What follows belongs to an exercise in optimizing a design on an open flow for small area; a production flow would make more cautious choices. Where RTL was checked, it was by simulation tests only, not by an equivalence proof against the original. For runs 2 and 8, only the layout was checked, not whether the RTL still works. No activity file was given, so power comes from the tool's default toggle rates.

==> design.v <==
module FIFO_sync
(
    input wire       clk,
    input wire       rst,
    input wire       wr_en,      
    input wire [7:0] din,        
    input wire       rd_en,      
    output reg       valid,      
    output reg [7:0] dout,       
    output wire      empty,      
    output wire      full        
    );
reg [7:0] mem[15:0];
reg [4:0] count;         
reg       valid_reg;
assign empty = (count == 5'd0);
assign full  = count[4];
wire wr_fire = wr_en && !full;     
wire rd_fire = rd_en && !empty;    
always @(posedge clk or posedge rst)
begin
    if (rst)
        count <= 5'd0;
    else
        count <= count + {4'd0, wr_fire} - {4'd0, rd_fire};
end
integer i;
always @(posedge clk)
begin
    if (wr_fire)
    begin
        mem[0] <= din;
        for (i = 1; i <= 15; i = i + 1)
            mem[i] <= mem[i-1];
    end
end
always @(posedge clk or posedge rst)
begin
    if (rst)
    begin
        valid_reg <= 1'b0;
        valid     <= 1'b0;
    end
    else
    begin
        valid_reg <= rd_fire;
        valid     <= valid_reg;
    end
end
always @(posedge clk)
    dout <= mem[count[3:0]];
endmodule
==> run.sh <==
#!/bin/bash
# synth_recipe.tcl (not shown) runs the flow's synth.tcl, then flattens the netlist and writes it again
# the make line also repeats each setting of config.mk as NAME=value (left out here)
make -C /OpenROAD-flow-scripts/flow DESIGN_CONFIG=/design/flow/config.mk WORK_HOME=/design/flow/orfs CLKGATE_MAP_FILE= SYNTH_SCRIPT=/design/flow/synth_recipe.tcl finish
==> config.mk <==
export PLATFORM = sky130hd
export DESIGN_NAME = FIFO_sync
export DESIGN_NICKNAME = FIFO_sync
export VERILOG_FILES = /design/flow/design.v
export SDC_FILE = /design/flow/constraint.sdc
export NUM_CORES = 4
export LEC_CHECK = 0
export CAP_MARGIN = 20
export CORE_MARGIN = 2
export CORE_UTILIZATION = 40
export SLEW_MARGIN = 20
==> constraint.sdc <==
create_clock -name core_clock -period 4.0 [get_ports {clk}]
set_input_delay 0.8000 -clock core_clock [delete_from_list [all_inputs] [get_ports {clk}]]
set_output_delay 0.8000 -clock core_clock [all_outputs]
set_load 0.01 [all_outputs]
==> results.yml, run 1 <==
global_route:
  groute.usage.overall_pct: 15.35
  grt_pass1_vias: 3015
  antenna_found_initial: 0
  grt_pass1_wl_um: 16470
  grt_overflow: 0
  grt_max_degree: 62
power_and_ir_drop:
  pwr_density_cell_mw_per_mm2: 835.5
  ir_worst_vdd_uv: 371.4
  p_leak_nw: 2.138
  power_mw: 5.353
cells_and_area:
  top_register: "mem"
  drive_above_1_share_pct: 10.30
  final_common_cell: "edfxtp_1"
  fillerInstances: 1174
  layout_common_cells: "edfxtp_1 (128), a22oi_1 (34), clkdlybuf4s50_1 (22)"
  n_antenna_cell: 0
  largest_register_ffs: 128
  area_growth_syn_to_layout_pct: 16.60
  reg_top3: "mem x128, dout x8, count x5"
  layoutNonFillerInstCount: 545
  nets: 377
route:
  wl_per_cell_um: 18.96
  wl_um: 10330
  antenna_left: 0
  routed-via-count: 2960
  drc: 0
  drt_first_pass_iters: 5
  drt_iter0_drc: 213
  avgViaCountPerCell: 5.431
critical_path:
  cp.arrival_ns: 2.07
  setup.worst_path.end_class: "output port"
  worstPathRequired_ns: 3.20
  critical_path_class: "reg2out"
  cp-start-kind: "flip-flop"
  r2r_cells: 13
  crit_fanout: 3
placed_design:
  placed_cells: 513
  hpwl_um: 5995
  numPortBuffers: 22
  place.gp.congestion: 0.7688
job:
  cap_violations: 0
sta:
  slew_violations: 0
  max_freq_mhz: 348.2
  final.period_utilization_pct: 71.80
  fin_crit_ns: 2.872
  worstMarginPinSlew_ns: 0.9100
  hold_violations: 0
  setup_viol: 0
  relSlewSlack_pct: 39.33
  holdWs_ns: 0.3629
  rsz0062_at_grt: "false"
  fin_setup_tns_ns: 0
  fin_worst_skew_ns: 0.01118
die:
  io_pins: 23
  start_util_pct: 41.17
  row_count: 42
  die_y_um: 121.2
  core-area_mm2: 0.01335
  die_w_um: 121.2
  die-area_mm2: 0.01469
worst_hold_path:
  holdPathStages: 0
  hold_class: "reg2reg"
synth:
  synth_area_mm2: 0.005495
  avgSynthCellArea_um2: 16.65
  yosysSeqAreaShare_pct: 76.05
  synth_nets: 351
  synth-main-ff-cell: "edfxtp_1"
  synth_area_leaders: "edfxtp_1 (70%), a22oi_1 (4.6%), dfrtp_1 (3.2%)"
  synth_top_area_cell: "edfxtp_1"
  async_flop_share_pct: 4.895
  yosysUniqueCellTypes: 44
  ys_ff_latch: 143
  synthCells: 330
  yosys.area.top_type_share_pct: 69.95
  yosys_warnings: 2
  synth_edf_count: 128
clock_tree:
  cts_root_buffer: "clkbuf_16"
  htree_levels: 4
  clk_pin_slew_ns: 0.06
  cts_hold_buf: 0
  post_cts_resized: 0
  clockBufferDepth: 2
  clk_latency_ns: 0.42
  cts_tree: "built"
  clock_sinks: 143
  numCtsBuffers: 17
  cts_setup_buffers: 0
run_status:
  outcome: "no timing/DRC/antenna violations"
-- report_power, final --
part | total [mW] | internal [mW] | switching (mW)
clock network | 1.45 | 0.897 | 0.550
logic | 1.61 | 0.623 | 0.989
registers | 2.29 | 2.12 | 0.174
-- synth_stat cells, types with 3 or more instances --
master,count
nor2_1,14
a22oi_1,34
a41oi_1,4
dfxtp_1,8
nand2_1,15
buf_2,12
edfxtp_1,128
a22o_1,3
a221oi_1,8
buf_6,5
inv_1,10
a21oi_1,17
a211oi_1,6
o2bb2ai_1,6
a32o_1,7
dfrtp_1,7
ha_1,8
buf_4,3
-- stage by stage --
step,util [%],instance area [µm²],setup WS (ns)
floorplan,-,5495,0.1626
global placement,43.91,5861,1.181
detailed placement,43.91,5861,1.119
CTS,48.00,6407,1.085
global route,48.00,6407,0.9425
finish,48.00,6407,1.128
-- path summary, 6_finish.rpt --
kind / start / endpoint / slack [ns]
min reg2reg: valid_reg / valid / 0.36
min: valid_reg / valid / 0.36
max in group asynchronous: rst / count[0] / 3.16
min in group asynchronous: rst / valid_reg / 0.62
max reg2reg: count[2] / count[4] / 1.39
max: count[2] / empty / 1.13
-- worst max-delay path, cell delays in order, from the launching register on --
cell and delay, ns:
dfrtp_1 0.40, inv_1 0.11, ha_1 0.16, nor4b_1 0.35, clkdlybuf4s50_1 0.63
-- per-layer routing --
| metal | vias to the layer above | share of wire, % | track usage, % | wire length (µm) |
|---|---|---|---|---|
| met5 | - | 0 | 0 | 0 |
| met4 | 0 | 1.0 | 6.034 | 107 |
| met3 | 8 | 6.1 | 5.404 | 631 |
| met2 | 82 | 48 | 22.61 | 4947 |
| met1 | 1491 | 45 | 20.90 | 4646 |
| li1 | 1379 | - | - | - |
-- kinds of logic after synthesis --
| kind of cell | count (synthesis) | share of synthesized area, % |
|---|---|---|
| buf+inv | 33 | 3.415 |
| mux | 1 | 0.1822 |
| compound gates | 100 | 14.14 |
| flops | 143 | 76.05 |
| xor+xnor | 4 | 0.6376 |
| simple gates | 40 | 3.393 |
| fa+ha+maj | 9 | 2.186 |
-- area by class of cell --
| cell class | count | area (µm²) | area share, % |
|---|---|---|---|
| Clock inverter | 7 | 61.31 | 0.9568 |
| Multi-Input combinational cell | 154 | 1129 | 17.61 |
| Tap cell | 176 | 220.2 | 3.437 |
| Clock buffer | 25 | 485.5 | 7.577 |
| Inverter | 10 | 40.04 | 0.6249 |
| Sequential cell | 143 | 4179 | 65.22 |
| Timing Repair Buffer | 30 | 292.8 | 4.569 |
==> inputs of run 2 (changes only) <==
==> design.v (replaced) <==
module FIFO_sync
(
    input wire       clk,
    input wire       rst,
    input wire       wr_en,      
    input wire [7:0] din,        
    input wire       rd_en,      
    output reg       valid,      
    output reg [7:0] dout,       
    output reg       empty,      
    output reg       full        
    );
reg [7:0] FIFO[15:0] ;   
reg [3:0] wr_ptr;        
reg [3:0] rd_ptr;        
reg [4:0] count;         
reg [7:0] dout_reg;
reg       valid_reg;
wire wr_fire = wr_en && !full;     
wire rd_fire = rd_en && !empty;    
wire [4:0] count_next = count + {4'd0, wr_fire} - {4'd0, rd_fire};
always @(posedge clk or posedge rst)
begin
    if (rst)
    begin
        wr_ptr<=0;
    end
    else if (wr_fire)
    begin
        wr_ptr<=wr_ptr+1;
    end
end
always @(posedge clk or posedge rst)
begin
    if (rst)
    begin
        rd_ptr<=0;
    end
    else if (rd_fire)
    begin
        rd_ptr<=rd_ptr+1;
    end
end
always @(posedge clk or posedge rst)
begin
    if (rst)
    begin
        count<=0;
    end
    else
        count<=count_next;
end
always @(posedge clk or posedge rst)
begin
    if (rst)
    begin
        empty<=1;
    end
    else
        empty<=(count_next==5'd0);
end
always @(posedge clk or posedge rst)
begin
    if (rst)
    begin
        full<=0;
    end
    else
        full<=(count_next==5'd16);
end
integer i;
always @(posedge clk or posedge rst)
begin
    if (rst)
    begin
        for (i=0;i<=15;i=i+1)
        begin
            FIFO[i]<=0;
        end
    end
    else if (wr_fire)
    begin
        FIFO[wr_ptr]<=din;
    end
end
always @(posedge clk or posedge rst)
begin
    if (rst)
    begin
        dout_reg<=0;
    end
    else if (rd_fire)
    begin
        dout_reg<=FIFO[rd_ptr];
    end
end
always @(posedge clk or posedge rst)
begin
    if (rst)
    begin
        valid_reg<=0;
        valid<=0;
    end
    else
    begin
        valid_reg<=rd_fire;
        valid<=valid_reg;
    end
end
always @(posedge clk or posedge rst)
begin
    if (rst)
    begin
        dout<=0;
    end
    else
        dout<=dout_reg;
end
endmodule
==> run 2 against run 1 <==
  * Core utilization shrank 1.6 points
  * Maximum frequency shrank 4.9%
  * Critical path type is now in2reg
  * Clock-buffer cell count shrank 7
  * Critical endpoint is now full
  * Still clean on timing, DRC and antenna
  * Sequential share of layout area shrank 17 points
==> results.yml, run 2 <==
synth:
  synth_edf_count: 0
  synth_top_area_cell: "dfrtp_1"
  yosysSeqAreaShare_pct: 55.22
  yosysUniqueCellTypes: 50
  avgSynthCellArea_um2: 13.15
  yosys_warnings: 2
  async_flop_share_pct: 100.0
  yosysMostFrequentCell: "dfrtp_1"
  yosys.area.top_type_share_pct: 54.86
  synth_area_mm2: 0.007298
  synth_nets: 581
  synthCells: 555
  ys_ff_latch: 161
  synth-main-ff-cell: "dfrtp_1"
  synth_area_leaders: "dfrtp_1 (55%), mux2_2 (17%), mux2_4 (3.3%)"
  synth_common_cells: "dfrtp_1 (160), mux2_2 (108), a22oi_1 (20), clkbuf_1 (20), nand2_1 (20)"
sta:
  fin_crit_ns: 3.019
  max_freq_mhz: 331.3
  final.period_utilization_pct: 75.47
  rsz0062_at_grt: "false"
  holdWs_ns: 0.3474
  fin_setup_tns_ns: 0
  fin_worst_skew_ns: 0.006746
  setup_viol: 0
  worstMarginPinSlew_ns: 1.114
  relSlewSlack_pct: 25.72
  setup_slack_ns: 0.9812
  hold_violations: 0
  slew_violations: 0
route:
  avgViaCountPerCell: 5.605
  drt_first_pass_iters: 6
  wl_per_cell_um: 20.44
  drc: 0
  antenna_left: 0
  drt_iter0_drc: 376
  wl_um: 16680
  routed-via-count: 4574
critical_path:
  timing.rr.start: "rd_ptr[3]"
  crit_chain: "clkdlybuf4s50_1 > nor2b_2 > inv_4 > ha_1 > inv_1 > ha_1 > fa_1 > a21o_1 > a21oi_1 > xnor2_1 > nor3b_1"
  critical_path_class: "in2reg"
  r2r_cells: 5
  cp_common_cell: "ha_1"
  crit_fanout: 7
  critPathMaxStageDelay_ns: 0.45
  slowest_stage: "clkdlybuf4s50_1"
  cp-start-kind: "primary input"
  crit_buf_inv: 3
  worstPathRequired_ns: 4.34
  setup.worst_path.end_class: "flip-flop"
  crit_family: "adder cells"
  cp.arrival_ns: 3.36
  rrSetupSlack_ns: 1.30
  r2r_end: "dout_reg[7]"
clock_tree:
  cts_setup_buffers: 0
  cts_tree: "built"
  clock_sinks: 161
  clk_pin_slew_ns: 0.06
  cts_root_buffer: "clkbuf_16"
  cts_hold_buf: 0
  clockBufferDepth: 2
  clk_latency_ns: 0.43
  post_cts_resized: 0
  htree_levels: 4
  numCtsBuffers: 17
cells_and_area:
  n_antenna_cell: 0
  nets: 600
  layout_common_cells: "dfrtp_1 (160), mux2_2 (108), clkdlybuf4s50_1 (22)"
  utilization_pct: 46.41
  layoutNonFillerInstCount: 816
  final_common_cell: "dfrtp_1"
  drive_above_1_share_pct: 32.03
  area_growth_syn_to_layout_pct: 13.85
  stdcell_area_mm2: 0.008309
  largest_register_ffs: 128
die:
  die_w_um: 139.1
  io_pins: 23
  die-area_mm2: 0.01934
  core-area_mm2: 0.01790
  start_util_pct: 40.77
  die_y_um: 139.1
  row_count: 49
worst_hold_path:
  worstHoldEndpoint: "valid"
  holdPathStages: 0
  hold_path_startpoint: "valid_reg"
  hold_class: "reg2reg"
global_route:
  grt_max_degree: 68
  grt_overflow: 0
  grt_pass1_vias: 4635
  grt_pass1_wl_um: 26860
  groute.usage.overall_pct: 18.07
  antenna_found_initial: 0
run_status:
  outcome: "no timing/DRC/antenna violations"
power_and_ir_drop:
  power_mw: 7.019
  pwr_density_cell_mw_per_mm2: 844.7
  p_leak_nw: 3.629
  ir_worst_vdd_uv: 428.3
placed_design:
  hpwl_um: 10800
  post-place-ws_ns: 0.5347
  place.gp.congestion: 0.7774
  placed_cells: 784
  dpl_cell_area_mm2: 0.007762
  numPortBuffers: 22
job:
  cap_violations: 0
-- run 2: cell count changes after synthesis, moves of 15 or more --
cell / previous run / this run
mux2_2: 0 / 108
clkbuf_1: 2 / 20
edfxtp_1: 128 / 0
mux2_4: 0 / 16
dfrtp_1: 7 / 160
nand3_1: 0 / 15
-- run 2: logic make-up after synthesis --
family / Yosys count / share of synthesized area, %
flops: 161 / 55.22
xor+xnor: 10 / 1.200
mux: 138 / 22.15
buf+inv: 47 / 2.743
compound gates: 90 / 8.332
fa+ha+maj: 14 / 2.503
simple gates: 95 / 7.852
-- run 2: report_power, final --
part | total, mW | switching (mW) | leakage (nW) | internal (mW)
Sequential | 2.91 | 0.488 | 1.97 | 2.42
Clock | 1.51 | 0.662 | 0.266 | 0.851
Combinational | 2.60 | 1.31 | 1.39 | 1.29
Total | 7.02 | 2.45 | 3.63 | 4.56
-- run 2: cell type report --
cell class              instances  area (µm²)
fillers                      1595        9593
flip-flops and latches        161        4030
multi-input cells             347        3068
clock buffers                  18       429.2
repair buffers                 34       322.8
well taps                     229       286.5
clock inverters                14       117.6
inverters                      13       55.05
-- run 2: layer usage --
layer | track usage, % | part of all wire [%] | wire length, µm | vias to the layer above
li1 | - | - | - | 2078
met1 | 25.45 | 49 | 8149 | 2399
met2 | 27.85 | 47 | 7763 | 78
met3 | 4.282 | 3.2 | 528 | 19
met4 | 5.688 | 1.4 | 234 | 0
met5 | 0 | 0 | 0 | -
-- run 2: worst max-delay path by stage --
stage                     startpoint   end  slack, ns  depth (start not counted)
after floorplan                rd_en  full       0.91                         12
after global placement         wr_en  full       0.61                         11
after detailed placement       wr_en  full       0.53                         11
after CTS                      wr_en  full       1.00                         11
after global routing           wr_en  full       0.80                         11
final                          wr_en  full       0.98                         11
==> inputs of run 3 (changes only) <==
==> design.v (replaced) <==
module FIFO_sync
(
    input wire       clk,
    input wire       rst,
    input wire       wr_en,      
    input wire [7:0] din,        
    input wire       rd_en,      
    output reg       valid,      
    output reg [7:0] dout,       
    output wire      empty,      
    output wire      full        
    );
reg [7:0] mem[15:0];
reg [4:0] count;         
reg       valid_reg;
wire [3:0] lo_n, hi_n;
wire [15:0] rsel;
fifo_or2    u_l0 (.a(count[0]), .b(count[1]), .y(lo_n[0]));
fifo_nand2b u_l1 (.a_n(count[1]), .b(count[0]), .y(lo_n[1]));
fifo_nand2b u_l2 (.a_n(count[0]), .b(count[1]), .y(lo_n[2]));
fifo_nand2  u_l3 (.a(count[0]), .b(count[1]), .y(lo_n[3]));
fifo_or2    u_h0 (.a(count[2]), .b(count[3]), .y(hi_n[0]));
fifo_nand2b u_h1 (.a_n(count[3]), .b(count[2]), .y(hi_n[1]));
fifo_nand2b u_h2 (.a_n(count[2]), .b(count[3]), .y(hi_n[2]));
fifo_nand2  u_h3 (.a(count[2]), .b(count[3]), .y(hi_n[3]));
genvar k, b;
generate
    for (k = 0; k < 16; k = k + 1) begin : g_sel
        fifo_nor2 u_sel (.a(lo_n[k % 4]), .b(hi_n[k / 4]), .y(rsel[k]));
    end
endgenerate
assign empty = ~(lo_n[0] | hi_n[0] | count[4]);
assign full  = count[4];
wire wr_fire = wr_en && !full;     
wire rd_fire = rd_en && !empty;    
always @(posedge clk or posedge rst)
begin
    if (rst)
        count <= 5'd0;
    else
        count <= count + {4'd0, wr_fire} - {4'd0, rd_fire};
end
integer i;
always @(posedge clk)
begin
    if (wr_fire)
    begin
        mem[0] <= din;
        for (i = 1; i <= 15; i = i + 1)
            mem[i] <= mem[i-1];
    end
end
always @(posedge clk or posedge rst)
begin
    if (rst)
    begin
        valid_reg <= 1'b0;
        valid     <= 1'b0;
    end
    else
    begin
        valid_reg <= rd_fire;
        valid     <= valid_reg;
    end
end
wire [7:0] rdata;
generate
    for (b = 0; b < 8; b = b + 1) begin : g_rd
        wire [4:0] y;
        wire       y5, t;
        for (k = 0; k < 5; k = k + 1) begin : g_ao
            fifo_a222oi u_ao (
                .a1(mem[3*k][b]),   .b1(rsel[3*k]),
                .a2(mem[3*k+1][b]), .b2(rsel[3*k+1]),
                .a3(mem[3*k+2][b]), .b3(rsel[3*k+2]),
                .y(y[k]));
        end
        fifo_nand2 u_n15 (.a(mem[15][b]), .b(rsel[15]), .y(y5));
        fifo_and3  u_a3  (.a(y[3]), .b(y[4]), .c(y5), .y(t));
        fifo_nand4 u_n4  (.a(y[0]), .b(y[1]), .c(y[2]), .d(t), .y(rdata[b]));
    end
endgenerate
always @(posedge clk)
    dout <= rdata;
endmodule
module fifo_a222oi (input wire a1, b1, a2, b2, a3, b3, output wire y);
    assign y = ~((a1 & b1) | (a2 & b2) | (a3 & b3));
endmodule
module fifo_nand2 (input wire a, b, output wire y);
    assign y = ~(a & b);
endmodule
module fifo_nand2b (input wire a_n, b, output wire y);
    assign y = ~(~a_n & b);
endmodule
module fifo_or2 (input wire a, b, output wire y);
    assign y = a | b;
endmodule
module fifo_nor2 (input wire a, b, output wire y);
    assign y = ~(a | b);
endmodule
module fifo_and3 (input wire a, b, c, output wire y);
    assign y = a & b & c;
endmodule
module fifo_nand4 (input wire a, b, c, d, output wire y);
    assign y = ~(a & b & c & d);
endmodule
--- a/config.mk
+++ b/config.mk
@@ -8,4 +8,9 @@
 export CAP_MARGIN = 20
 export CORE_MARGIN = 2
 export CORE_UTILIZATION = 40
+export CTS_BUF_LIST = sky130_fd_sc_hd__clkbuf_8
+export CTS_CLUSTER_DIAMETER = 200
+export CTS_CLUSTER_SIZE = 40
 export SLEW_MARGIN = 20
+export SYNTH_HIERARCHICAL = 1
+export SYNTH_MINIMUM_KEEP_SIZE = 0
==> run 3 against run 2 <==
  * Synthesized cell count shrank 53%
  * Maximum frequency grew 6.5%
  * Total power shrank 35%
  * Critical endpoint is now empty
  * Area after synthesis shrank 31%
  * Still clean on timing, DRC and antenna
==> results.yml, run 3 <==
synth:
  synth-main-ff-cell: "edfxtp_1"
  synth_area_mm2: 0.005022
  yosysUniqueCellTypes: 19
  avgSynthCellArea_um2: 19.39
  synth_top_area_cell: "edfxtp_1"
  yosysSeqAreaShare_pct: 83.21
  synth_common_cells: "edfxtp_1 (128), a222oi_1 (40), nor2_1 (18)"
  yosys_warnings: 9
  synth_nets: 277
  synth_area_leaders: "edfxtp_1 (77%), a222oi_1 (8.0%), dfrtp_1 (3.5%)"
  synth_edf_count: 128
  yosysMostFrequentCell: "edfxtp_1"
  async_flop_share_pct: 4.895
  yosys.area.top_type_share_pct: 76.53
  ys_ff_latch: 143
  synthCells: 259
critical_path:
  critPathMaxStageDelay_ns: 0.58
  crit_chain: "or2_1 > nor3_1 > clkdlybuf4s50_1"
  crit_fanout: 6
  cp.arrival_ns: 2.03
  timing.rr.start: "count[3]"
  rrSetupSlack_ns: 1.51
  cp-startpoint: "count[3]"
  setup.worst_path.end_class: "output port"
  critical_path_class: "reg2out"
  slowest_stage: "clkdlybuf4s50_1"
  cp-start-kind: "flip-flop"
  worstPathRequired_ns: 3.20
placed_design:
  hpwl_um: 5207
  dpl_cell_area_mm2: 0.005490
  post-place-ws_ns: 1.139
  place.gp.congestion: 0.7499
  numPortBuffers: 22
clock_tree:
  cts_tree: "built"
  clockBufferDepth: 2
  clk_latency_ns: 0.42
  clock_sinks: 143
  numCtsBuffers: 17
  cts_hold_buf: 0
  htree_levels: 4
  clk_pin_slew_ns: 0.07
  cts_root_buffer: "clkbuf_8"
  post_cts_resized: 0
  cts_setup_buffers: 0
power_and_ir_drop:
  ir_worst_vdd_uv: 331.6
  p_leak_nw: 1.967
  pwr_density_cell_mw_per_mm2: 766.0
sta:
  max_freq_mhz: 352.7
  setup_viol: 0
  hold_violations: 0
  fin_worst_skew_ns: 0.007499
  final.period_utilization_pct: 70.87
  slew_violations: 0
  holdWs_ns: 0.3787
  setup_slack_ns: 1.165
  rsz0062_at_grt: "false"
  fin_setup_tns_ns: 0
  fin_crit_ns: 2.835
  worstMarginPinSlew_ns: 0.6925
  relSlewSlack_pct: 53.66
die:
  die_y_um: 116.1
  row_count: 40
  core-area_mm2: 0.01211
  die_w_um: 116.1
  start_util_pct: 41.47
  die-area_mm2: 0.01347
  io_pins: 23
cells_and_area:
  nets: 319
  largest_register_ffs: 128
  reg_top3: "mem x128, dout x8, count x5"
  stdcell_area_mm2: 0.005936
  top_register: "mem"
  final_common_cell: "edfxtp_1"
  layout_common_cells: "edfxtp_1 (128), a222oi_1 (40), clkdlybuf4s50_1 (22)"
  fillerInstances: 1002
  multiInputGateArea_um2: 827.0
  drive_above_1_share_pct: 11.46
  n_antenna_cell: 0
  area_growth_syn_to_layout_pct: 18.19
  seq_area_mm2: 0.004179
global_route:
  antenna_found_initial: 0
  grt_max_degree: 129
  groute.usage.overall_pct: 13.31
  grt_overflow: 0
  grt_pass1_vias: 2507
  grt_pass1_wl_um: 13210
route:
  avgViaCountPerCell: 5.405
  wl_per_cell_um: 17.30
  antenna_left: 0
  wl_um: 8340
  drt_first_pass_iters: 8
  drt_iter0_drc: 355
  drc: 0
  routed-via-count: 2605
job:
  cap_violations: 0
worst_hold_path:
  hold_class: "reg2reg"
  hold_path_startpoint: "valid_reg"
run_status:
  outcome: "no timing/DRC/antenna violations"
## run 3: cell types whose count changed after synthesis, moves of 10 or more
cell      before  now
a222oi_1       5   40
o21ai_0       16    0
nand2_1       20   10
nand3_1       15    0
a211oi_1      11    0
a21oi_1       17    0
mux2_4        16    0
dfrtp_1      160    7
a22oi_1       20    0
clkbuf_1      20    0
mux2_2       108    0
nor2_1         8   18
edfxtp_1       0  128
## run 3: final cells by class
class	count	share of cell area (%)
flip-flops and latches	143	70.40
multi-input cells	107	13.93
clock buffers	18	4.174
repair buffers	23	4.047
well taps	168	3.541
clock inverters	14	3.331
inverters	9	0.5691
## run 3: logic make-up (layout without fill, tap and decap cells)
logic type,after synthesis,in the layout,share of synthesized area (%)
flops,143,143,83.21
simple gates,54,54,5.306
compound gates,43,43,8.470
buf+inv,9,64,0.6726
fa+ha+maj,6,6,1.644
xor+xnor,4,4,0.6977
## run 3: final timing paths
check	endpoint	cells past startpoint
max	empty	3
min	valid	0
max reg2reg	count[4]	11
min reg2reg	valid	0
max in group asynchronous	count[3]	2
min in group asynchronous	valid	2
## run 3: routing by layer
metal	GRT usage [%]	wire, µm	vias to the layer above
li1	-	-	1190
met1	17.94	3837	1321
met2	19.88	3906	84
met3	4.812	503	10
met4	5.238	92	0
met5	0	0	-
## run 3: critical path: cells and delay by family (launching register included)
family | cells | cell delay (ns)
buffers and inverters | 1 | 0.58
flip-flops | 1 | 0.46
AND/OR/NAND/NOR | 2 | 0.58
## run 3: through the flow
stage | utilization [%] | cells | power [mW]
2_1_floorplan | - | 259 | 2.939
3_3_place_gp | 45.33 | 450 | 3.295
3_5_place_dp | 45.33 | 450 | 3.329
4_1_cts | 49.01 | 482 | 4.590
5_1_grt | 49.01 | 482 | 4.793
6_report | 49.01 | 482 | 4.547
## run 3: modules after synthesis, one instance, submodules excluded
module	cell area, µm²	times used
fifo_and3	6.256	8
fifo_or2	6.256	2
fifo_nand4	6.256	8
fifo_nor2	3.754	16
fifo_nand2	3.754	10
fifo_nand2b	6.256	4
FIFO_sync	4387	1
fifo_a222oi	10.01	40
## run 3: power by group
group	switching (mW)	internal (mW)	leakage, nW
sequential	0.184	2.11	1.35
combinational	0.587	0.408	0.386
clock	0.504	0.749	0.231
==> inputs of run 4 (changes only) <==
--- a/config.mk
+++ b/config.mk
@@ -8,9 +8,6 @@
 export CAP_MARGIN = 20
 export CORE_MARGIN = 2
 export CORE_UTILIZATION = 40
-export CTS_BUF_LIST = sky130_fd_sc_hd__clkbuf_8
-export CTS_CLUSTER_DIAMETER = 200
-export CTS_CLUSTER_SIZE = 40
 export SLEW_MARGIN = 20
 export SYNTH_HIERARCHICAL = 1
 export SYNTH_MINIMUM_KEEP_SIZE = 0
==> run 4 against run 3 <==
  * Area after synthesis unchanged
  * Maximum frequency is 1.0% higher
  * Sequential share of layout area shrank 2.2 points
  * Critical path depth unchanged
  * Final area up 3.2%
  * Critical path type unchanged
  * Largest cell class unchanged
  * Highest routed layer unchanged
==> results.yml, run 4 <==
cells_and_area:
  drive_above_1_share_pct: 11.46
  layoutNonFillerInstCount: 482
  layout_common_cells: "edfxtp_1 (128), a222oi_1 (40), clkdlybuf4s50_1 (22)"
  area_growth_syn_to_layout_pct: 22.00
  reg_top3: "mem x128, dout x8, count x5"
  multiInputGateArea_um2: 827.0
  nets: 319
  seq_area_mm2: 0.004179
  n_antenna_cell: 0
  top_register: "mem"
  final_common_cell: "edfxtp_1"
  fillerInstances: 986
  largest_register_ffs: 128
clock_tree:
  clk_pin_slew_ns: 0.05
  numCtsBuffers: 17
  cts_setup_buffers: 0
  htree_levels: 4
  cts_hold_buf: 0
  clockBufferDepth: 2
  cts_root_buffer: "clkbuf_16"
  post_cts_resized: 0
  clock_sinks: 143
  cts_tree: "built"
  clk_latency_ns: 0.41
critical_path:
  critical_path_class: "reg2out"
  cp-start-kind: "flip-flop"
  crit_fanout: 7
  worstPathRequired_ns: 3.20
  crit_chain: "or2_1 > nor3_1 > clkdlybuf4s50_1"
  critPathMaxStageDelay_ns: 0.58
  slowest_stage: "clkdlybuf4s50_1"
  cp.arrival_ns: 2.01
  setup.worst_path.end_class: "output port"
synth:
  synth_nets: 277
  yosysUniqueCellTypes: 19
  synthCells: 259
  synth_xor_area_share_pct: 0.6976
  synth_common_cells: "edfxtp_1 (128), a222oi_1 (40), nor2_1 (18)"
  yosysMostFrequentCell: "edfxtp_1"
  ys_ff_latch: 143
  synth_simple_gate_area_share_pct: 5.306
  synth_area_leaders: "edfxtp_1 (77%), a222oi_1 (8.0%), dfrtp_1 (3.5%)"
  synth_top_area_cell: "edfxtp_1"
  yosys_warnings: 9
  synth_compound_area_share_pct: 8.470
  yosysSeqAreaShare_pct: 83.21
  synth_top_family_by_area: "compound AO/OA/AOI/OAI gates"
  avgSynthCellArea_um2: 19.39
  synthMuxAreaShare_pct: 0
  synth_fa_ha_area_share_pct: 1.644
  synth-main-ff-cell: "edfxtp_1"
  async_flop_share_pct: 4.895
  yosys.area.top_type_share_pct: 76.53
  synth_area_mm2: 0.005022
  synth_edf_count: 128
power_and_ir_drop:
  clock_power_share_pct: 33.7
  switchingPower_mw: 1.327
  power_mw: 4.970
  p_leak_nw: 2.046
  pwr-share-seq_pct: 46.3
  power.internal_mw: 3.642
  power_frac_comb_pct: 20.0
  pwr_density_cell_mw_per_mm2: 811.1
  ir_worst_vdd_uv: 358.1
  switching_share_pct: 26.71
job:
  cap_violations: 0
global_route:
  grt_pass1_wl_um: 13330
  groute.usage.overall_pct: 13.47
  grt_pass1_vias: 2482
  antenna_found_initial: 0
  grt_overflow: 0
  grt_max_degree: 129
die:
  die-area_mm2: 0.01347
  start_util_pct: 41.47
  die_w_um: 116.1
  row_count: 40
  die_y_um: 116.1
  io_pins: 23
  core-area_mm2: 0.01211
sta:
  fin_setup_tns_ns: 0
  final.period_utilization_pct: 70.16
  fin_worst_skew_ns: 0.006758
  slew_violations: 0
  fin_crit_ns: 2.806
  worstMarginPinSlew_ns: 0.6600
  relSlewSlack_pct: 56.00
  rsz0062_at_grt: "false"
  hold_violations: 0
  setup_viol: 0
  max_freq_mhz: 356.3
  setup_slack_ns: 1.194
placed_design:
  numPortBuffers: 22
  placed_cells: 450
  hpwl_um: 5207
  post-place-ws_ns: 1.139
  place.gp.congestion: 0.7499
run_status:
  outcome: "no timing/DRC/antenna violations"
route:
  drt_first_pass_iters: 5
  antenna_left: 0
  drc: 0
  avgViaCountPerCell: 5.442
  wl_per_cell_um: 17.38
  wl_um: 8378
  routed-via-count: 2623
  drt_iter0_drc: 386
worst_hold_path:
  hold_class: "reg2reg"
[run 4: final timing paths]
path / from / end / slack (ns) / cells after the start
min reg2reg: valid_reg / valid / 0.38 / 0
max in group asynchronous: rst / count[3] / 3.14 / 2
max: count[1] / empty / 1.19 / 3
max reg2reg: count[1] / count[4] / 1.52 / 11
min: valid_reg / valid / 0.38 / 0
min in group asynchronous: rst / valid_reg / 0.63 / 2
[run 4: power groups by stage]
stage / Clock, mW / Sequential, mW / Combinational (mW)
floorplan: 0 / 2.30 / 0.636
global placement: 0 / 2.31 / 0.988
detailed placement: 0 / 2.32 / 1.00
CTS: 1.71 / 2.30 / 1.01
global route: 1.78 / 2.34 / 1.10
finish: 1.67 / 2.30 / 0.995
[run 4: cell families (layout without fill, tap and decap cells)]
group / count (synthesis) / count (layout)
flip-flops: 143 / 143
AO/OA/AOI/OAI: 43 / 43
AND/OR/NAND/NOR: 54 / 54
adder cells (fa/ha/maj): 6 / 6
XOR/XNOR: 4 / 4
buffers and inverters: 9 / 64
[run 4: final cells by class]
cell class              instances  area share [%]
flip-flops and latches        143           68.21
repair buffers                 23           3.921
clock inverters                12           3.104
clock buffers                  20           7.290
multi-input cells             107           13.50
inverters                       9          0.5514
well taps                     168           3.431
[run 4: layer usage]
metal,global-route usage [%],share of wire [%],up-vias
met5,0,0,-
met4,5.794,1.4,0
met3,4.655,6.0,10
met2,20.04,47,91
met1,18.15,45,1329
li1,-,-,1193
[run 4: worst max-delay path: cells and delay by family (launching register included)]
kind / cells / cell delay, ns
buffers and inverters: 1 / 0.58
AND/OR/NAND/NOR: 2 / 0.55
flip-flops: 1 / 0.47
[run 4: through the flow]
| stage | area, µm² | util [%] | hold slack, ns |
|---|---|---|---|
| after floorplan | 5040 | - | 0.3312 |
| after global placement | 5490 | 45.33 | 0.3458 |
| after detailed placement | 5490 | 45.33 | 0.3471 |
| after CTS | 6127 | 50.59 | 0.3735 |
| after global routing | 6127 | 50.59 | 0.3983 |
| final | 6127 | 50.59 | 0.3753 |
[run 4: per-module statistics from Yosys, one instance, submodules excluded]
module       flops+latches  cells
fifo_nand4               0      1
FIFO_sync              143    171
fifo_nand2b              0      1
fifo_or2                 0      1
fifo_a222oi              0      1
fifo_nor2                0      1
fifo_and3                0      1
fifo_nand2               0      1
==> inputs of run 5 (changes only) <==
--- a/design.v
+++ b/design.v
@@ -33,12 +33,24 @@
 assign full  = count[4];
 wire wr_fire = wr_en && !full;     
 wire rd_fire = rd_en && !empty;    
+wire       chg = wr_fire ^ rd_fire;
+wire [3:0] same;       
+wire [4:0] tgl;
+fifo_xnor2 u_s0 (.a(wr_fire), .b(count[0]), .y(same[0]));
+fifo_xnor2 u_s1 (.a(wr_fire), .b(count[1]), .y(same[1]));
+fifo_xnor2 u_s2 (.a(wr_fire), .b(count[2]), .y(same[2]));
+fifo_xnor2 u_s3 (.a(wr_fire), .b(count[3]), .y(same[3]));
+assign tgl[0] = chg;
+fifo_and2 u_t1 (.a(tgl[0]), .b(same[0]), .y(tgl[1]));
+fifo_and2 u_t2 (.a(tgl[1]), .b(same[1]), .y(tgl[2]));
+fifo_and2 u_t3 (.a(tgl[2]), .b(same[2]), .y(tgl[3]));
+fifo_and2 u_t4 (.a(tgl[3]), .b(same[3]), .y(tgl[4]));
 always @(posedge clk or posedge rst)
 begin
     if (rst)
         count <= 5'd0;
     else
-        count <= count + {4'd0, wr_fire} - {4'd0, rd_fire};
+        count <= count ^ tgl;
 end
 integer i;
 always @(posedge clk)
@@ -104,3 +116,9 @@
 module fifo_nand4 (input wire a, b, c, d, output wire y);
     assign y = ~(a & b & c & d);
 endmodule
+module fifo_xnor2 (input wire a, b, output wire y);
+    assign y = ~(a ^ b);
+endmodule
+module fifo_and2 (input wire a, b, output wire y);
+    assign y = a & b;
+endmodule
==> flow/run.sh (new file) <==
#!/bin/bash
# Standard ORFS layout (the standard.sh), with two changes:
#  - CTS inserts no dummy loads and builds the tree from clkbuf_4 cells
#  - port buffering uses buf_1 cells (every port still gets its own buffer)
set -euo pipefail
bash standard.sh finish \
  "CTS_ARGS=-sink_clustering_enable -repair_clock_nets -dont_use_dummy_load -buf_list sky130_fd_sc_hd__clkbuf_4" \
  "BUFFER_PORTS_ARGS=-buffer_cell sky130_fd_sc_hd__buf_1" \
  > orfs_make.log 2>&1
==> standard.sh (new file) <==
#!/bin/bash
# synth_recipe.tcl (not shown) runs the flow's synth.tcl, then flattens the netlist and writes it again
# the make line also repeats each setting of config.mk as NAME=value (left out here)
make -C /OpenROAD-flow-scripts/flow DESIGN_CONFIG=/design/flow/config.mk WORK_HOME=/design/flow/orfs CLKGATE_MAP_FILE= SYNTH_SCRIPT=/design/flow/synth_recipe.tcl "${@:-finish}"
--- a/config.mk
+++ b/config.mk
@@ -7,7 +7,8 @@
 export LEC_CHECK = 0
 export CAP_MARGIN = 20
 export CORE_MARGIN = 2
-export CORE_UTILIZATION = 40
+export CORE_UTILIZATION = 70
+export PLACE_DENSITY = 0.8
 export SLEW_MARGIN = 20
 export SYNTH_HIERARCHICAL = 1
 export SYNTH_MINIMUM_KEEP_SIZE = 0
removed: run.sh
==> run 5 against run 4 <==
  * Die area down 42%
  * Sequential share of layout area up 10 points
  * Wire length down 5.7%
  * Clock-buffer cell count down 3
  * First-iteration DRC count down 6.7%
  * Setup slack better by 0.33 ns
  * Total power down 25%
  * Combinational power down 16%
  * Still clean on timing, DRC and antenna
  * Area after synthesis down 0.97%
  * Register-to-register slack better by 0.21 ns
  * Sequential power about the same
==> results.yml, run 5 <==
power_and_ir_drop:
  switching_share_pct: 29.95
  power_frac_comb_pct: 22.4
  pwr_density_cell_mw_per_mm2: 697.1
  pwr-share-seq_pct: 62.2
  clock_power_share_pct: 15.4
  ir_worst_vdd_uv: 401.8
  power.internal_mw: 2.608
  power_mw: 3.723
  switchingPower_mw: 1.115
  p_leak_nw: 1.715
die:
  io_pins: 23
  die_y_um: 88.29
  row_count: 30
  core-area_mm2: 0.006832
  die-area_mm2: 0.007795
  start_util_pct: 72.80
  die_w_um: 88.29
sta:
  setup_viol: 0
  fin_worst_skew_ns: 0.02972
  fin_crit_ns: 2.475
  rsz0062_at_grt: "false"
  hold_violations: 0
  final.period_utilization_pct: 61.88
  slew_violations: 0
  worstMarginPinSlew_ns: 0.6317
  setup_slack_ns: 1.525
  holdWs_ns: 0.2077
  fin_setup_tns_ns: 0
  relSlewSlack_pct: 57.73
  max_freq_mhz: 404.0
cells_and_area:
  stdcell_area_mm2: 0.005341
  n_antenna_cell: 0
  layout_common_cells: "edfxtp_1 (128), a222oi_1 (40), buf_1 (22)"
  largest_register_ffs: 128
  reg_top3: "mem x128, dout x8, count x5"
  area_growth_syn_to_layout_pct: 7.396
  drive_above_1_share_pct: 8.591
  fillerInstances: 399
  top_register: "mem"
  nets: 305
  final_common_cell: "edfxtp_1"
synth:
  synth_fa_ha_area_share_pct: 0
  yosysUniqueCellTypes: 18
  synth_top_area_cell: "edfxtp_1"
  yosys.area.top_type_share_pct: 77.28
  synth_area_leaders: "edfxtp_1 (77%), a222oi_1 (8.1%), dfrtp_1 (3.5%)"
  ys_ff_latch: 143
  async_flop_share_pct: 4.895
  synth_simple_gate_area_share_pct: 5.811
  synth_edf_count: 128
  synthCells: 251
  synth_area_mm2: 0.004974
  synth_top_family_by_area: "compound AO/OA/AOI/OAI gates"
  synth_common_cells: "edfxtp_1 (128), a222oi_1 (40), nor2_1 (16)"
  yosysSeqAreaShare_pct: 84.03
  yosys_warnings: 9
  yosysMostFrequentCell: "edfxtp_1"
  synth_xor_area_share_pct: 1.585
  synth_compound_area_share_pct: 8.428
  synthMuxAreaShare_pct: 0
  synth-main-ff-cell: "edfxtp_1"
  avgSynthCellArea_um2: 19.81
  synth_nets: 263
placed_design:
  post-place-ws_ns: 1.393
  hpwl_um: 5261
  dpl_cell_area_mm2: 0.005214
  place.gp.congestion: 0.8196
  numPortBuffers: 22
clock_tree:
  cts_tree: "built"
  cts_root_buffer: "clkbuf_4"
  clockBufferDepth: 2
  numCtsBuffers: 17
  clock_sinks: 143
  clk_latency_ns: 0.47
  post_cts_resized: 0
  htree_levels: 4
  clk_pin_slew_ns: 0.11
  cts_setup_buffers: 0
  cts_hold_buf: 0
critical_path:
  crit_fanout: 6
  cp.arrival_ns: 1.68
  setup.worst_path.end_class: "output port"
  critical_path_class: "reg2out"
  worstPathRequired_ns: 3.20
  cp-start-kind: "flip-flop"
run_status:
  outcome: "no timing/DRC/antenna violations"
global_route:
  grt_pass1_vias: 2426
  groute.usage.overall_pct: 22.28
  grt_overflow: 0
  grt_pass1_wl_um: 12360
  grt_max_degree: 119
  antenna_found_initial: 0
job:
  cap_violations: 0
worst_hold_path:
  hold_class: "in2async"
route:
  drc: 0
  routed-via-count: 2564
  wl_um: 7902
  drt_iter0_drc: 360
  avgViaCountPerCell: 6.625
  antenna_left: 0
  wl_per_cell_um: 20.42
  drt_first_pass_iters: 9
-- run 5: cell types whose count changed in the layout (fill, tap and decap cells not counted), moves of 4 or more --
cell,change
clkinv_2,-5
bufinv_16,-5
xor2_1,+4
clkbuf_16,-17
inv_1,-7
and2_4,+4
clkdlybuf4s50_1,-22
clkbuf_4,+17
buf_1,+22
ha_1,-5
-- run 5: layout make-up --
cell class	instances	area, µm²	share of cell area, %
Multi-Input combinational cell	106	804.5	15.06
Tap cell	96	120.1	2.249
Clock buffer	17	127.6	2.389
Timing Repair Buffer	23	102.6	1.921
Inverter	2	7.507	0.1405
Sequential cell	143	4179	78.24
-- run 5: cells by family after synthesis --
logic type / Yosys count
simple gates: 55
compound gates: 42
buf+inv: 2
xor+xnor: 9
flops: 143
-- run 5: per-layer routing --
| metal | wire length, µm | global-route usage [%] |
|---|---|---|
| met5 | 0 | 0 |
| met4 | 53 | 7.576 |
| met3 | 521 | 6.530 |
| met2 | 3814 | 33.70 |
| met1 | 3512 | 32.12 |
-- run 5: modules after synthesis, one instance, submodules excluded --
module,copies in the design,area [µm²],cells inside
fifo_a222oi,40,10.01,1
FIFO_sync,1,4278,155
fifo_and3,8,6.256,1
fifo_xnor2,4,8.758,1
fifo_nand2,10,3.754,1
fifo_and2,4,6.256,1
fifo_or2,2,6.256,1
fifo_nor2,16,3.754,1
fifo_nand4,8,6.256,1
fifo_nand2b,4,6.256,1
-- run 5: path summary, 6_finish.rpt --
| check | start | to | slack (ns) | depth (start not counted) |
|---|---|---|---|---|
| max in group asynchronous | rst | count[3] | 3.55 | 2 |
| worst max register to register | count[3] | count[4] | 1.73 | 9 |
| worst min-delay path | rst | valid_reg | 0.21 | 2 |
| min in group core_clock | valid_reg | valid | 0.38 | 0 |
| worst max-delay path | count[3] | empty | 1.52 | 3 |
| worst min register to register | valid_reg | valid | 0.38 | 0 |
-- run 5: worst max-delay path, cell delays in order (launching register included) --
cell,delay [ns]
dfrtp_1,0.45
or2_1,0.38
nor3_4,0.22
buf_1,0.17
-- run 5: power by group through the flow --
stage	registers, mW	logic (mW)	clock network, mW
after floorplan	2.32	0.550	0
after global placement	2.31	0.807	0
after detailed placement	2.34	0.836	0
after CTS	2.31	0.839	0.593
after global routing	2.36	0.916	0.643
final	2.32	0.835	0.572
-- run 5: metrics by stage --
stage | std cells | util [%]
final | 387 | 78.19
after global routing | 387 | 78.19
after CTS | 387 | 78.19
after detailed placement | 370 | 76.32
after global placement | 370 | 76.32
after floorplan | 251 | -
==> inputs of run 6 (changes only) <==
--- a/config.mk
+++ b/config.mk
@@ -7,8 +7,7 @@
 export LEC_CHECK = 0
 export CAP_MARGIN = 20
 export CORE_MARGIN = 2
-export CORE_UTILIZATION = 70
-export PLACE_DENSITY = 0.8
+export CORE_UTILIZATION = 40
 export SLEW_MARGIN = 20
 export SYNTH_HIERARCHICAL = 1
 export SYNTH_MINIMUM_KEEP_SIZE = 0
==> run 6 against run 5 <==
  * Still clean on timing, DRC and antenna
  * Combinational power barely moved
  * Register-to-register slack lost 0.03 ns
  * Wire length grew 2.2%
  * Final area up 1.7%
  * Maximum frequency up 0.53%
  * Area after synthesis unchanged
  * Total power up 0.22%
  * Sequential share of layout area fell by 1.3 points
  * Core utilization shrank 33 points
  * Critical endpoint unchanged
  * Highest routed layer unchanged
==> results.yml, run 6 <==
power_and_ir_drop:
  pwr_density_cell_mw_per_mm2: 686.7
  p_leak_nw: 1.715
  power_mw: 3.731
  ir_worst_vdd_uv: 347.6
placed_design:
  numPortBuffers: 22
  hpwl_um: 5179
  placed_cells: 442
  place.gp.congestion: 0.7674
global_route:
  grt_max_degree: 111
  grt_pass1_wl_um: 12990
  groute.usage.overall_pct: 13.09
  antenna_found_initial: 1
  grt_overflow: 0
  grt_pass1_vias: 2429
route:
  antenna_left: 0
  wl_per_cell_um: 17.55
  wl_um: 8074
  drc: 0
  avgViaCountPerCell: 5.513
  drt_iter0_drc: 403
  drt_first_pass_iters: 8
  routed-via-count: 2536
sta:
  relSlewSlack_pct: 53.14
  slew_violations: 0
  hold_violations: 0
  rsz0062_at_grt: "false"
  fin_crit_ns: 2.462
  fin_setup_tns_ns: 0
  final.period_utilization_pct: 61.55
  fin_worst_skew_ns: 0.03100
  setup_viol: 0
  max_freq_mhz: 406.1
  worstMarginPinSlew_ns: 0.7013
synth:
  synth_fa_ha_area_share_pct: 0
  synth_area_mm2: 0.004974
  synthMuxAreaShare_pct: 0
  avgSynthCellArea_um2: 19.81
  synth_area_leaders: "edfxtp_1 (77%), a222oi_1 (8.1%), dfrtp_1 (3.5%)"
  synth_common_cells: "edfxtp_1 (128), a222oi_1 (40), nor2_1 (16)"
  synth_compound_area_share_pct: 8.428
  synthCells: 251
  yosys.area.top_type_share_pct: 77.28
  synth_top_family_by_area: "compound AO/OA/AOI/OAI gates"
  synth_xor_area_share_pct: 1.585
  synth-main-ff-cell: "edfxtp_1"
  yosysUniqueCellTypes: 18
  synth_edf_count: 128
  synth_nets: 263
  ys_ff_latch: 143
  yosys_warnings: 9
  synth_top_area_cell: "edfxtp_1"
  async_flop_share_pct: 4.895
  yosysSeqAreaShare_pct: 84.03
  synth_simple_gate_area_share_pct: 5.811
  yosysMostFrequentCell: "edfxtp_1"
critical_path:
  cp-start-kind: "flip-flop"
  rrSetupSlack_ns: 1.70
  crit_fanout: 6
  critical_path_class: "reg2out"
  cp.arrival_ns: 1.66
  worstPathRequired_ns: 3.20
  cp-startpoint: "count[3]"
  timing.rr.start: "count[4]"
  setup.worst_path.end_class: "output port"
cells_and_area:
  top_register: "mem"
  reg_top3: "mem x128, dout x8, count x5"
  layout_common_cells: "edfxtp_1 (128), a222oi_1 (40), buf_1 (22)"
  area_growth_syn_to_layout_pct: 9.258
  largest_register_ffs: 128
  drive_above_1_share_pct: 8.591
  utilization_pct: 45.05
  layoutNonFillerInstCount: 460
  final_common_cell: "edfxtp_1"
  nets: 305
die:
  start_util_pct: 41.23
  row_count: 40
  core-area_mm2: 0.01206
  die_y_um: 115.5
  die_w_um: 115.5
  die-area_mm2: 0.01334
  io_pins: 23
clock_tree:
  clk_latency_ns: 0.49
  clockBufferDepth: 2
  cts_hold_buf: 0
  post_cts_resized: 0
  clk_pin_slew_ns: 0.09
  cts_setup_buffers: 0
  htree_levels: 4
  numCtsBuffers: 17
  clock_sinks: 143
  cts_tree: "built"
  cts_root_buffer: "clkbuf_4"
job:
  cap_violations: 0
worst_hold_path:
  hold_class: "in2async"
run_status:
  outcome: "no timing/DRC/antenna violations"
## run 6: cell types whose count changed in the layout (fill, tap and decap cells not counted)
cell     delta
diode_2     +1
## run 6: cell families after synthesis
logic type / Yosys count
simple gates: 55
xor+xnor: 9
flops: 143
compound gates: 42
buf+inv: 2
## run 6: final cells by class
class                           instances  area, µm²
Sequential cell                       143       4179
Inverter                                2      7.507
Tap cell                              168      210.2
Timing Repair Buffer                   23      102.6
Clock buffer                           17      127.6
Fill cell                            1047       6628
Multi-Input combinational cell        106      804.5
Antenna cell                            1      2.502
## run 6: power breakdown
part	leakage, nW	switching, mW	internal (mW)
clock network	0.0782	0.395	0.195
registers	1.36	0.190	2.12
logic	0.278	0.539	0.294
## run 6: final timing paths
path / end / depth (start not counted)
max in group asynchronous: count[4] / 2
worst max register to register: count[4] / 8
worst max-delay path: empty / 3
worst min register to register: valid / 0
min in group core_clock: valid / 0
worst min-delay path: valid / 2
## run 6: per-layer routing
layer  global-route usage [%]  part of all wire [%]  up-vias
li1                         -                     -     1160
met1                    18.25                    46     1273
met2                    19.03                    47       99
met3                    4.393                   6.4        4
met4                    5.382                  0.87        0
met5                        0                     0        -
## run 6: worst max-delay path, stage by stage, from the launching register on
cell and delay, ns:
dfrtp_1 0.46, or2_1 0.36, nor3_4 0.21, buf_1 0.17
## run 6: metrics by stage
step | cell area, µm² | worst slack [ns] | hold slack (ns)
2_1_floorplan | 4991 | -0.1370 | 0.3312
3_3_place_gp | 5304 | 1.267 | 0.3327
3_5_place_dp | 5304 | 1.212 | 0.3403
4_1_cts | 5431 | 1.487 | 0.1487
5_1_grt | 5434 | 1.428 | 0.2057
6_report | 5434 | 1.538 | 0.1950
## run 6: Yosys stat by module, one instance, submodules excluded, excerpt
| module | cells | times used | flip-flops and latches | area [µm²] |
|---|---|---|---|---|
| fifo_nand2b | 1 | 4 | 0 | 6.256 |
| fifo_a222oi | 1 | 40 | 0 | 10.01 |
| FIFO_sync | 155 | 1 | 143 | 4278 |
| fifo_xnor2 | 1 | 4 | 0 | 8.758 |
| fifo_nand2 | 1 | 10 | 0 | 3.754 |
| fifo_and3 | 1 | 8 | 0 | 6.256 |
| fifo_and2 | 1 | 4 | 0 | 6.256 |
==> inputs of run 7 (changes only) <==
==> run.sh (new file) <==
#!/bin/bash
# synth_recipe.tcl (not shown) runs the flow's synth.tcl, then flattens the netlist and writes it again
# the make line also repeats each setting of config.mk as NAME=value (left out here)
make -C /OpenROAD-flow-scripts/flow DESIGN_CONFIG=/design/flow/config.mk WORK_HOME=/design/flow/orfs CLKGATE_MAP_FILE= SYNTH_SCRIPT=/design/flow/synth_recipe.tcl finish
--- a/config.mk
+++ b/config.mk
@@ -8,6 +8,7 @@
 export CAP_MARGIN = 20
 export CORE_MARGIN = 2
 export CORE_UTILIZATION = 40
+export CTS_BUF_LIST = sky130_fd_sc_hd__clkbuf_4
 export SLEW_MARGIN = 20
 export SYNTH_HIERARCHICAL = 1
 export SYNTH_MINIMUM_KEEP_SIZE = 0
removed: flow/run.sh
removed: standard.sh
==> run 7 against run 6 <==
  * Register-to-register slack better by 0.04 ns
  * Clock skew shrank 0.016 ns
  * Cell count increased by 3.5%
  * Global-route usage is 0.40 points higher
  * Flip-flop and latch count unchanged
  * Still clean
  * Via count rose by 2.6%
  * Critical path type unchanged
  * Non-clock buffer count grew 1
  * Highest routed layer unchanged
==> results.yml, run 7 <==
run_status:
  outcome: "no timing/DRC/antenna violations"
synth:
  synthMuxAreaShare_pct: 0
  synth_top_family_by_area: "compound AO/OA/AOI/OAI gates"
  avgSynthCellArea_um2: 19.81
  ys_ff_latch: 143
  yosysMostFrequentCell: "edfxtp_1"
  synth-main-ff-cell: "edfxtp_1"
  async_flop_share_pct: 4.895
  synth_nets: 263
  yosys_warnings: 9
  synth_fa_ha_area_share_pct: 0
  synth_area_leaders: "edfxtp_1 (77%), a222oi_1 (8.1%), dfrtp_1 (3.5%)"
  synth_compound_area_share_pct: 8.428
  yosysSeqAreaShare_pct: 84.03
  synth_common_cells: "edfxtp_1 (128), a222oi_1 (40), nor2_1 (16)"
  synth_top_area_cell: "edfxtp_1"
  synth_edf_count: 128
  synth_xor_area_share_pct: 1.585
  synthCells: 251
  synth_simple_gate_area_share_pct: 5.811
  synth_area_mm2: 0.004974
  yosysUniqueCellTypes: 18
  yosys.area.top_type_share_pct: 77.28
sta:
  slew_violations: 0
  fin_crit_ns: 2.914
  max_freq_mhz: 343.2
  setup_slack_ns: 1.086
  setup_viol: 0
  fin_worst_skew_ns: 0.01526
  relSlewSlack_pct: 50.54
  worstMarginPinSlew_ns: 0.7418
  rsz0062_at_grt: "false"
  holdWs_ns: 0.3615
  final.period_utilization_pct: 72.84
  hold_violations: 0
cells_and_area:
  reg_top3: "mem x128, dout x8, count x5"
  final_common_cell: "edfxtp_1"
  seq_area_mm2: 0.004179
  multiInputGateArea_um2: 804.5
  largest_register_ffs: 128
  fillerInstances: 1041
  layout_common_cells: "edfxtp_1 (128), a222oi_1 (40), clkdlybuf4s50_1 (22)"
  utilization_pct: 47.25
  layoutNonFillerInstCount: 476
  nets: 306
  top_register: "mem"
  drive_above_1_share_pct: 11.73
  area_growth_syn_to_layout_pct: 14.59
critical_path:
  r2r_cells: 9
  r2r_end: "count[4]"
  cp.arrival_ns: 2.11
  crit_fanout: 6
  cp-start-kind: "flip-flop"
  critical_path_class: "reg2out"
  setup.worst_path.end_class: "output port"
  worstPathRequired_ns: 3.20
  timing.rr.start: "count[3]"
  rrSetupSlack_ns: 1.74
route:
  drc: 0
  drt_first_pass_iters: 8
  wl_per_cell_um: 17.61
  avgViaCountPerCell: 5.468
  antenna_left: 0
  routed-via-count: 2603
  wl_um: 8380
  drt_iter0_drc: 434
power_and_ir_drop:
  pwr_density_cell_mw_per_mm2: 713.0
  ir_worst_vdd_uv: 262.2
  p_leak_nw: 1.832
die:
  row_count: 40
  die-area_mm2: 0.01334
  core-area_mm2: 0.01206
  die_w_um: 115.5
  die_y_um: 115.5
  start_util_pct: 41.23
  io_pins: 23
worst_hold_path:
  hold_path_startpoint: "valid_reg"
  hold_class: "reg2reg"
  worstHoldEndpoint: "valid"
  holdPathStages: 0
global_route:
  grt_overflow: 0
  grt_pass1_vias: 2459
  grt_max_degree: 62
  groute.usage.overall_pct: 13.49
  grt_pass1_wl_um: 13390
  antenna_found_initial: 1
placed_design:
  place.gp.congestion: 0.7249
  hpwl_um: 5350
  post-place-ws_ns: 0.9356
  placed_cells: 443
  numPortBuffers: 22
clock_tree:
  cts_tree: "built"
  htree_levels: 4
  clk_latency_ns: 0.51
  numCtsBuffers: 17
  cts_setup_buffers: 0
  cts_hold_buf: 0
  cts_root_buffer: "clkbuf_4"
  clockBufferDepth: 2
  post_cts_resized: 0
  clk_pin_slew_ns: 0.11
  clock_sinks: 143
job:
  cap_violations: 0
## run 7: changes by cell type in the layout (fill, tap and decap cells not counted)
| cell | previous run | this run |
|---|---|---|
| buf_4 | 0 | 2 |
| clkinv_2 | 0 | 3 |
| clkinv_4 | 0 | 1 |
| buf_1 | 22 | 0 |
| bufinv_16 | 0 | 2 |
| clkinvlp_4 | 0 | 3 |
| clkinv_1 | 0 | 5 |
| clkbuf_4 | 17 | 18 |
| buf_12 | 1 | 0 |
| clkdlybuf4s50_1 | 0 | 22 |
## run 7: kinds of logic (layout without fill, tap and decap cells)
| family | count (synthesis) | in the layout |
|---|---|---|
| flip-flops | 143 | 143 |
| AND/OR/NAND/NOR | 55 | 55 |
| AO/OA/AOI/OAI | 42 | 42 |
| XOR/XNOR | 9 | 9 |
| buffers and inverters | 2 | 58 |
| other | 0 | 1 |
## run 7: power breakdown
group | switching (mW) | leakage (nW) | internal [mW]
logic | 0.546 | 0.338 | 0.358
clock network | 0.479 | 0.135 | 0.364
registers | 0.197 | 1.36 | 2.12
total | 1.22 | 1.83 | 2.84
## run 7: per-stage QoR
stage	power [mW]	TNS (ns)	instance area, µm²
2_1_floorplan	2.870	-0.1404	4991
3_3_place_gp	3.216	0	5436
3_5_place_dp	3.249	0	5436
4_1_cts	4.092	0	5697
5_1_grt	4.284	0	5699
6_report	4.064	0	5699
## run 7: worst max-delay path by stage
stage                     startpoint       end  slack (ns)
after floorplan                wr_en  count[4]       -0.14
final                       count[3]     empty        1.09
after CTS                   count[3]     empty        1.05
after detailed placement       wr_en  count[4]        0.94
after global routing        count[3]     empty        0.96
after global placement         wr_en  count[4]        1.02
## run 7: cell type report
type	count	share of cell area (%)
Timing Repair Buffer	24	4.127
Tap cell	168	3.688
Clock inverter	14	2.195
Inverter	2	0.1317
Clock buffer	18	2.371
Multi-Input combinational cell	106	14.12
Sequential cell	143	73.33
Antenna cell	1	0.04391
## run 7: routing by layer
layer,vias up,track usage [%],routed length (µm)
li1,1177,-,-
met1,1320,18.94,3875
met2,97,19.06,3914
met3,9,4.289,465
met4,0,6.667,125
met5,-,0,0
## run 7: modules after synthesis (local to each module, per instance)
module       cells  flip-flops and latches  cell area (µm²)  times used
fifo_nor2        1                       0            3.754          16
fifo_nand2b      1                       0            6.256           4
fifo_xnor2       1                       0            8.758           4
fifo_nand4       1                       0            6.256           8
fifo_and3        1                       0            6.256           8
fifo_or2         1                       0            6.256           2
fifo_and2        1                       0            6.256           4
fifo_a222oi      1                       0            10.01          40
FIFO_sync      155                     143             4278           1
fifo_nand2       1                       0            3.754          10
## run 7: critical path: stages (launching register included)
cell and delay (ns):
dfrtp_1 0.49, or2_1 0.36, nor3_4 0.20, clkdlybuf4s50_1 0.56
==> inputs of run 8 (changes only) <==
--- a/design.v
+++ b/design.v
@@ -29,11 +29,14 @@
         fifo_nor2 u_sel (.a(lo_n[k % 4]), .b(hi_n[k / 4]), .y(rsel[k]));
     end
 endgenerate
-assign empty = ~(lo_n[0] | hi_n[0] | count[4]);
 assign full  = count[4];
-wire wr_fire = wr_en && !full;     
-wire rd_fire = rd_en && !empty;    
-wire       chg = wr_fire ^ rd_fire;
+fifo_nor3 u_empty (.a(lo_n[0]), .b(hi_n[0]), .c(count[4]), .y(empty));
+wire wr_fire;    
+wire rd_fire;    
+fifo_nor2b u_wf (.a(count[4]), .b_n(wr_en), .y(wr_fire));
+fifo_nor2b u_rf (.a(empty), .b_n(rd_en), .y(rd_fire));
+wire       chg;
+fifo_xor2 u_chg (.a(wr_fire), .b(rd_fire), .y(chg));
 wire [3:0] same;       
 wire [4:0] tgl;
 fifo_xnor2 u_s0 (.a(wr_fire), .b(count[0]), .y(same[0]));
@@ -45,12 +48,19 @@
 fifo_and2 u_t2 (.a(tgl[1]), .b(same[1]), .y(tgl[2]));
 fifo_and2 u_t3 (.a(tgl[2]), .b(same[2]), .y(tgl[3]));
 fifo_and2 u_t4 (.a(tgl[3]), .b(same[3]), .y(tgl[4]));
+wire [4:0] count_nx;
+genvar n;
+generate
+    for (n = 0; n < 5; n = n + 1) begin : g_cnt
+        fifo_xor2 u_nx (.a(count[n]), .b(tgl[n]), .y(count_nx[n]));
+    end
+endgenerate
 always @(posedge clk or posedge rst)
 begin
     if (rst)
         count <= 5'd0;
     else
-        count <= count ^ tgl;
+        count <= count_nx;
 end
 integer i;
 always @(posedge clk)
@@ -122,3 +132,12 @@
 module fifo_and2 (input wire a, b, output wire y);
     assign y = a & b;
 endmodule
+module fifo_xor2 (input wire a, b, output wire y);
+    assign y = a ^ b;
+endmodule
+module fifo_nor3 (input wire a, b, c, output wire y);
+    assign y = ~(a | b | c);
+endmodule
+module fifo_nor2b (input wire a, b_n, output wire y);
+    assign y = ~(a | ~b_n);
+endmodule
==> flow/run.sh (new file) <==
#!/bin/bash
# Standard ORFS layout (the standard.sh), with two changes:
#  - CTS inserts no dummy loads and builds the tree from clkbuf_4 cells
#  - port buffering uses buf_1 cells (every port still gets its own buffer)
set -euo pipefail
bash standard.sh finish \
  "CTS_ARGS=-sink_clustering_enable -repair_clock_nets -dont_use_dummy_load -buf_list sky130_fd_sc_hd__clkbuf_4" \
  "BUFFER_PORTS_ARGS=-buffer_cell sky130_fd_sc_hd__buf_1" \
  > orfs_make.log 2>&1
==> standard.sh (new file) <==
#!/bin/bash
# synth_recipe.tcl (not shown) runs the flow's synth.tcl, then flattens the netlist and writes it again
# the make line also repeats each setting of config.mk as NAME=value (left out here)
make -C /OpenROAD-flow-scripts/flow DESIGN_CONFIG=/design/flow/config.mk WORK_HOME=/design/flow/orfs CLKGATE_MAP_FILE= SYNTH_SCRIPT=/design/flow/synth_recipe.tcl "${@:-finish}"
--- a/config.mk
+++ b/config.mk
@@ -8,7 +8,6 @@
 export CAP_MARGIN = 20
 export CORE_MARGIN = 2
 export CORE_UTILIZATION = 40
-export CTS_BUF_LIST = sky130_fd_sc_hd__clkbuf_4
 export SLEW_MARGIN = 20
 export SYNTH_HIERARCHICAL = 1
 export SYNTH_MINIMUM_KEEP_SIZE = 0
removed: run.sh
==> run 8 against run 7 <==
  * Cell count fell by 3.8%
  * Sequential power is essentially flat
  * Sequential share of layout area increased by 3.8 points
  * Flip-flop and latch count unchanged
  * Critical path depth unchanged
  * First-iteration DRC count is 9.9% lower
  * Clock skew is 0.0078 ns higher
  * Clock power shrank 29%
  * Largest power group unchanged
  * Largest cell class unchanged
  * Combinational power decreased by 9.2%
  * Area after synthesis down 0.10%
  * Still clean
  * Non-clock buffer count down 1
  * Global-route usage is 0.48 points lower
==> results.yml, run 8 <==
critical_path:
  crit_buf_inv: 1
  slowest_stage: "dfrtp_1"
  crit_family: "simple AND/OR/NAND/NOR gates"
  setup.worst_path.end_class: "output port"
  worstPathRequired_ns: 3.20
  crit_chain: "or2_1 > nor3_2 > buf_1"
  crit_fanout: 6
  critical_path_class: "reg2out"
  cp.arrival_ns: 1.74
  cp-start-kind: "flip-flop"
die:
  start_util_pct: 41.19
  die_w_um: 115.5
  row_count: 40
  io_pins: 23
  die_y_um: 115.5
  core-area_mm2: 0.01206
clock_tree:
  post_cts_resized: 0
  cts_setup_buffers: 0
  clockBufferDepth: 2
  cts_hold_buf: 0
  clk_pin_slew_ns: 0.08
  numCtsBuffers: 17
synth:
  yosysSeqAreaShare_pct: 84.11
  yosys_warnings: 9
  synth_nets: 261
  yosysUniqueCellTypes: 16
  yosysMostFrequentCell: "edfxtp_1"
  synth_area_mm2: 0.004969
  synth_common_cells: "edfxtp_1 (128), a222oi_1 (40), nor2_1 (16)"
  synth-main-ff-cell: "edfxtp_1"
  synth_top_area_cell: "edfxtp_1"
  async_flop_share_pct: 4.895
  yosys.area.top_type_share_pct: 77.36
placed_design:
  hpwl_um: 5119
  numPortBuffers: 22
  place.gp.congestion: 0.7658
sta:
  final.period_utilization_pct: 63.51
  setup_viol: 0
  fin_crit_ns: 2.540
  fin_worst_skew_ns: 0.02305
  slew_violations: 0
  rsz0062_at_grt: "false"
  worstMarginPinSlew_ns: 0.7706
  hold_violations: 0
global_route:
  antenna_found_initial: 1
  grt_max_degree: 110
  grt_pass1_wl_um: 12780
  groute.usage.overall_pct: 13.02
job:
  cap_violations: 0
cells_and_area:
  nets: 303
  final_common_cell: "edfxtp_1"
  layout_common_cells: "edfxtp_1 (128), a222oi_1 (40), buf_1 (22)"
  reg_top3: "mem x128, dout x8, count x5"
  largest_register_ffs: 128
  utilization_pct: 44.93
  drive_above_1_share_pct: 8.304
power_and_ir_drop:
  clock_power_share_pct: 16.0
  p_leak_nw: 1.714
  switching_share_pct: 30.14
  pwr-share-seq_pct: 61.9
  ir_worst_vdd_uv: 549.7
route:
  wl_met2_um: 3757
  drt_first_pass_iters: 9
  wl_met1_um: 3753
  wl_per_cell_um: 17.66
  drc: 0
  antenna_left: 0
  highest_layer: "met4"
  avgViaCountPerCell: 5.500
  drt_iter0_drc: 391
run_status:
  outcome: "no timing/DRC/antenna violations"
## run 8: modules after synthesis, one instance, submodules excluded, a selection
module / cells inside / copies in the design / cell area [µm²]
fifo_nand2: 1 / 10 / 3.754
fifo_xor2: 1 / 6 / 8.758
fifo_nand4: 1 / 8 / 6.256
fifo_and2: 1 / 4 / 6.256
FIFO_sync: 144 / 1 / 4183
fifo_nand2b: 1 / 4 / 6.256
fifo_nor3: 1 / 1 / 10.01
fifo_xnor2: 1 / 4 / 8.758
fifo_a222oi: 1 / 40 / 10.01
fifo_nor2: 1 / 16 / 3.754
## run 8: logic make-up (layout without fill, tap and decap cells)
logic type	Yosys count	count (layout)	share of synthesized area (%)
buffers and inverters	1	41	0.07548
other	0	1	0
xor gates and xnor gates	10	10	1.763
and+or+nand+nor	55	55	5.994
AOI/OAI and AO/OA	40	40	8.058
DFF	143	143	84.11
## run 8: power by group through the flow
stage | clock network (mW) | registers, mW | logic [mW]
after floorplan | 0 | 2.32 | 0.537
after global placement | 0 | 2.31 | 0.821
after detailed placement | 0 | 2.33 | 0.823
after CTS | 0.625 | 2.30 | 0.828
after global routing | 0.682 | 2.35 | 0.898
final | 0.595 | 2.30 | 0.821
## run 8: worst register-to-register path, cell delays in order, from the launching register on
cell     delay [ns]
dfrtp_1        0.45
or2_1          0.34
nor3_2         0.29
nor2b_4        0.07
xor2_1         0.16
and2_1         0.20
and2_4         0.17
and2_4         0.15
and2_4         0.13
xor2_1         0.14
## run 8: area by class of cell
cell class | instances | area share, %
Multi-Input combinational cell | 105 | 14.64
Clock buffer | 17 | 2.355
Sequential cell | 143 | 77.12
Antenna cell | 1 | 0.04618
Tap cell | 168 | 3.879
Timing Repair Buffer | 23 | 1.893
Inverter | 1 | 0.06927
## run 8: layer usage
metal	vias to the layer above	global-route usage [%]
met5	-	0
met4	0	6.265
met3	9	3.923
met2	93	17.82
met1	1264	19.04
li1	1153	-
## run 8: final timing paths
check	start	end	slack, ns	cells past startpoint
worst max-delay path	count[1]	empty	1.46	3
worst min-delay path	rst	valid	0.21	2
worst max register to register	count[1]	count[4]	1.78	9
worst min register to register	valid_reg	valid	0.35	0
max in group asynchronous	rst	count[3]	3.57	2
min in group core_clock	valid_reg	valid	0.35	0
## run 8: per-stage QoR
| stage | hold WS, ns | setup slack, ns | cells | power, mW | instance area (µm²) |
|---|---|---|---|---|---|
| after floorplan | 0.3312 | -0.04375 | 249 | 2.855 | 4976 |
| after global placement | 0.3314 | 1.380 | 440 | 3.132 | 5289 |
| after detailed placement | 0.3364 | 1.342 | 440 | 3.158 | 5289 |
| after CTS | 0.1639 | 1.401 | 457 | 3.757 | 5416 |
| after global routing | 0.1752 | 1.333 | 458 | 3.929 | 5419 |
| final | 0.2099 | 1.460 | 458 | 3.721 | 5419 |

Check on run 8: ideal ports give 1.460 ns setup slack; a clkbuf_16 on the clock port and buf_2 on the inputs give 1.430 ns; moving port delays by the midpoint clock arrival (0.514 ns) as well gives 1.346 ns.
